From an optimization exercise on the open Yosys and OpenROAD flow, aimed at small area; shortcuts taken in it are not production practice.
In this exercise RTL edits were held to simulation tests only and were not proved equivalent to the original.

==> v12: inputs <==
==> flow/design.v <==
`timescale 1ns / 1ps
module linked_list (
    input wire clk,
    input wire btnC,
    input [15:0] sw,
    output [3:0] an,
    output [6:0] seg,
    output reg [1:0] led
    );
    localparam [1:0] S_IDLE = 2'd0, S_PEND = 2'd1, S_SRCH = 2'd2, S_TRAV = 2'd3;
    wire [7:0] in_data = sw[7:0];
    wire [2:0] op = sw[15:13];
    reg [3:0] db_cnt;
    reg db_state;
    reg btnc_del;
    reg [2:0] op_prev;
    always @(posedge clk) begin
        if (btnC != db_state) begin
            db_cnt <= db_cnt + 1'b1;
            if (&db_cnt) begin
                db_state <= btnC;
                db_cnt <= 4'd0;
            end
        end else begin
            db_cnt <= 4'd0;
        end
        btnc_del <= db_state;
        op_prev <= op;
    end
    wire clr = db_state & ~btnc_del;
    wire op_new = (|(op & ~op_prev)) & op[2];
    reg [1:0] st;
    reg [1:0] opd;           
    reg [4:0] h;             
    reg [4:0] t;             
    reg full;                
    reg [4:0] p;             
    reg [3:0] dc;            
    reg en;                  
    reg en_d;                
    reg [7:0] c;             
    reg [7:0] R [0:31];
    wire empty = (h == t) & ~full;
    wire [4:0] addr = p;
    wire [4:0] p1 = p + 1'b1;
    wire [31:0] a_eq;
    genvar gi;
    generate
        for (gi = 0; gi < 32; gi = gi + 1) begin : g_dec
            assign a_eq[gi] = (gi == addr);
        end
    endgenerate
    reg [7:0] rd;
    integer j;
    always @(*) begin
        rd = 8'd0;
        for (j = 0; j < 32; j = j + 1)
            rd = rd | (R[j] & {8{a_eq[j]}});
    end
    wire kend = (p == t) & ~(full & dc[0]);
    wire match = (rd == in_data);
    wire ins_go = (st == S_PEND) & ~opd[1] & ~full;
    wire srch = (st == S_SRCH);
    wire [7:0] wbus = srch ? c : in_data;
    generate
        for (gi = 0; gi < 32; gi = gi + 1) begin : g_slot
            always @(posedge clk)
                if ((ins_go | srch) & a_eq[gi])
                    R[gi] <= wbus;
        end
    endgenerate
    always @(posedge clk) begin
        en_d <= en;
        c <= rd;
        if (dc == 4'd0 && en)
            p <= p1;
        if (clr) begin
            t <= h;
            full <= 1'b0;
            led <= 2'b00;
            en <= 1'b0;
            dc <= 4'd0;
            st <= S_IDLE;
        end else begin
            case (st)
                S_IDLE: begin
                    if (op_new) begin
                        st <= S_PEND;
                        opd <= op[1:0];
                        case (op[1:0])
                            2'b01: p <= t;
                            2'b10: p <= h;
                            default: p <= h - 1'b1;
                        endcase
                    end
                end
                S_PEND: begin
                    st <= S_IDLE;
                    case (opd)
                        2'b00, 2'b01: begin
                            if (full)
                                led[0] <= 1'b1;
                            else begin
                                led <= 2'b00;
                                if (~opd[0]) begin
                                    h <= p;
                                    full <= (p == t);
                                end else begin
                                    t <= p1;
                                    full <= (p1 == h);
                                end
                            end
                        end
                        2'b10: begin
                            dc[0] <= 1'b1;
                            if (empty)
                                led[1] <= 1'b1;
                            else begin
                                led[1] <= 1'b0;
                                st <= S_SRCH;
                            end
                        end
                        2'b11: begin
                            dc <= 4'd0;
                            if (empty)
                                led[1] <= 1'b1;
                            else begin
                                led[1] <= 1'b0;
                                st <= S_TRAV;
                            end
                        end
                    endcase
                end
                S_SRCH: begin
                    if (kend) begin
                        st <= S_IDLE;
                        h <= h + 1'b1;
                        t <= p1;
                    end else if (match) begin
                        st <= S_IDLE;
                        led[0] <= 1'b0;
                        h <= h + 1'b1;
                        full <= 1'b0;
                    end else begin
                        p <= p1;
                        dc[0] <= 1'b0;
                    end
                end
                S_TRAV: begin
                    if (dc == 4'd10) begin
                        dc <= 4'd0;
                        if (p1 == t && (en || !full)) begin
                            en <= 1'b0;
                            st <= S_IDLE;
                        end else
                            en <= 1'b1;
                    end else
                        dc <= dc + 1'b1;
                end
            endcase
        end
    end
    function [6:0] hex2seg(input [3:0] x);
        case (x)
            4'h0: hex2seg = 7'b1000000;
            4'h1: hex2seg = 7'b1111001;
            4'h2: hex2seg = 7'b0100100;
            4'h3: hex2seg = 7'b0110000;
            4'h4: hex2seg = 7'b0011001;
            4'h5: hex2seg = 7'b0010010;
            4'h6: hex2seg = 7'b0000010;
            4'h7: hex2seg = 7'b1111000;
            4'h8: hex2seg = 7'b0000000;
            4'h9: hex2seg = 7'b0010000;
            4'hA: hex2seg = 7'b0001000;
            4'hB: hex2seg = 7'b0000011;
            4'hC: hex2seg = 7'b1000110;
            4'hD: hex2seg = 7'b0100001;
            4'hE: hex2seg = 7'b0000110;
            default: hex2seg = 7'b0001110;
        endcase
    endfunction
    reg [2:0] ph;            
    reg c3;                  
    reg done;                
    reg [6:0] seg_r;
    wire [1:0] digit = ph[2:1];
    always @(posedge clk or posedge btnC) begin
        if (btnC) begin
            ph <= 3'd0;
            c3 <= 1'b0;
            done <= 1'b0;
            seg_r <= 7'b1111111;
        end else begin
            ph <= ph + 1'b1;
            if (ph == 3'd7)
                c3 <= 1'b1;
            if (c3 && ph == 3'd3)
                done <= 1'b1;
            if (ph[0]) begin
                if (!done) begin
                    case (digit)
                        2'd0: seg_r <= 7'b0000111;
                        2'd1: seg_r <= 7'b0010010;
                        2'd2: seg_r <= 7'b0101111;
                        default: seg_r <= 7'b0111111;
                    endcase
                end else if (digit[1] | ~en_d)
                    seg_r <= 7'b1111111;
                else
                    seg_r <= hex2seg(digit[0] ? rd[7:4] : rd[3:0]);
            end
        end
    end
    wire started = c3 | ph[2] | ph[1];
    wire [1:0] shown = digit - 1'b1;
    assign an = started ? ~(4'b0001 << shown) : 4'b1111;
    assign seg = seg_r;
endmodule
==> flow/flow/run.sh <==
#!/bin/bash
# The standard flow (standard.sh), with these changes:
#  - ABC maps the logic with the area-oriented script flow/abc_area_min.script
#    in place of ORFS's abc script, and adders are left to ABC too (no
#    ADDER_MAP_FILE); every Yosys step that maps registers is the standard
#    synthesis's, so the registers are the same;
#  - the port buffers are buf_1 cells;
#  - clock tree synthesis uses clkbuf_8 buffers, sink clusters of at most 20
#    flip-flops and no dummy loads.
# Each tool's output is in orfs/logs/ (ORFS's own per-step logs) and make's in
# flow_make.log.
set -euo pipefail
W=$(pwd)
sed "s|source \$::env(SCRIPTS_DIR)/synth.tcl|source $W/my_synth.tcl|" synth_recipe.tcl > my_synth_recipe.tcl
grep -q "my_synth.tcl" my_synth_recipe.tcl
sed "s|^  log_cmd abc {\*}\$abc_args$|  log_cmd abc -script $W/flow/abc_area_min.script {*}\$lib_args {*}\$lib_dont_use_args|" "$FLOW_HOME/scripts/synth.tcl" > my_synth.tcl
grep -q "abc_area_min" my_synth.tcl
sed "s|SYNTH_SCRIPT=[^ ]*|SYNTH_SCRIPT=$W/my_synth_recipe.tcl ADDER_MAP_FILE=|" standard.sh > my_standard.sh
grep -q "my_synth_recipe" my_standard.sh
export BUFFER_PORTS_ARGS="-buffer_cell sky130_fd_sc_hd__buf_1"
export CTS_ARGS="-sink_clustering_enable -repair_clock_nets -dont_use_dummy_load -buf_list sky130_fd_sc_hd__clkbuf_8 -sink_clustering_size 20 -sink_clustering_max_diameter 60"
bash my_standard.sh > flow_make.log 2>&1
==> flow/flow/abc_area_min.script <==
&get -n
&st
&dch
&nf -R 1000 -p
&st
&syn2
&dch
&nf -R 1000 -p
&st
&dch -f
&nf -R 1000 -p
&put
==> flow/standard.sh <==
#!/bin/bash
# synth_recipe.tcl (not shown) runs the flow's synth.tcl, then flattens the netlist and writes it again
# the make line also repeats each setting of config.mk as NAME=value (left out here)
make -C /OpenROAD-flow-scripts/flow DESIGN_CONFIG=/design/flow/config.mk WORK_HOME=/design/flow/orfs CLKGATE_MAP_FILE= SYNTH_SCRIPT=/design/flow/synth_recipe.tcl "${@:-finish}"
==> flow/config.mk <==
export PLATFORM = sky130hd
export DESIGN_NAME = linked_list
export DESIGN_NICKNAME = linked_list
export VERILOG_FILES = /design/flow/design.v
export SDC_FILE = /design/flow/constraint.sdc
export NUM_CORES = 4
export LEC_CHECK = 0
export CAP_MARGIN = 5
export CORE_MARGIN = 2
export CORE_UTILIZATION = 65
export GPL_TIMING_DRIVEN = 0
export PLACE_DENSITY = 0.75
export SLEW_MARGIN = 5
==> flow/constraint.sdc <==
create_clock -name core_clock -period 8.0 [get_ports {clk}]
set_input_delay 1.6000 -clock core_clock [delete_from_list [all_inputs] [get_ports {clk}]]
set_output_delay 1.6000 -clock core_clock [all_outputs]
set_load 0.01 [all_outputs]
==> inputs of v2, as changes to v12 <==
--- a/flow/flow/run.sh
+++ b/flow/flow/run.sh
@@ -6,5 +6,5 @@
 #    synthesis's, so the registers are the same;
 #  - the port buffers are buf_1 cells;
-#  - clock tree synthesis uses clkbuf_8 buffers, sink clusters of at most 20
+#  - clock tree synthesis uses clkbuf_4 buffers, sink clusters of at most 12
 #    flip-flops and no dummy loads.
 # Each tool's output is in orfs/logs/ (ORFS's own per-step logs) and make's in
--- a/flow/config.mk
+++ b/flow/config.mk
@@ -8,6 +8,6 @@
 export CAP_MARGIN = 5
 export CORE_MARGIN = 2
-export CORE_UTILIZATION = 65
+export CORE_UTILIZATION = 50
 export GPL_TIMING_DRIVEN = 0
-export PLACE_DENSITY = 0.75
+export PLACE_DENSITY = 0.6
 export SLEW_MARGIN = 5
==> comparison <==
Area after synthesis is the same in v12 and v2.
In v2 the count of clock-buffer cells in the layout is higher than in v12, by 5.
Between v2 and v12, the lower first-iteration DRC count is in v12 (gap about 27%, measured against v12).
Of v12 and v2, v12 has the higher worst setup slack (gap 0.23 ns).
Synthesized cell count is the same in v2 and v12.

## what the ideal ports hide
No port has a modelled driver above. Below, the same layouts with a new extraction and two added sets of constraints. Step 1, drivers: a clkbuf_16 drives clk and a buf_2 each remaining input, both assumed. Step 2, shift: input delay + t, output delay - t, t = (earliest + latest rising clock arrival at the registers) / 2. This alone moves slack from input paths to output paths. Three values: ideal, step 1, step 2; two values: the first two.
run	t (ns)	slack for setup (ns)	worst register clock-pin slew, ns
v12	0.577	2.843 / 2.843 / 2.843	0.11 / 0.11
v2	0.597	2.609 / 2.609 / 2.609	0.12 / 0.12
After both steps setup and hold are still met in every run listed.
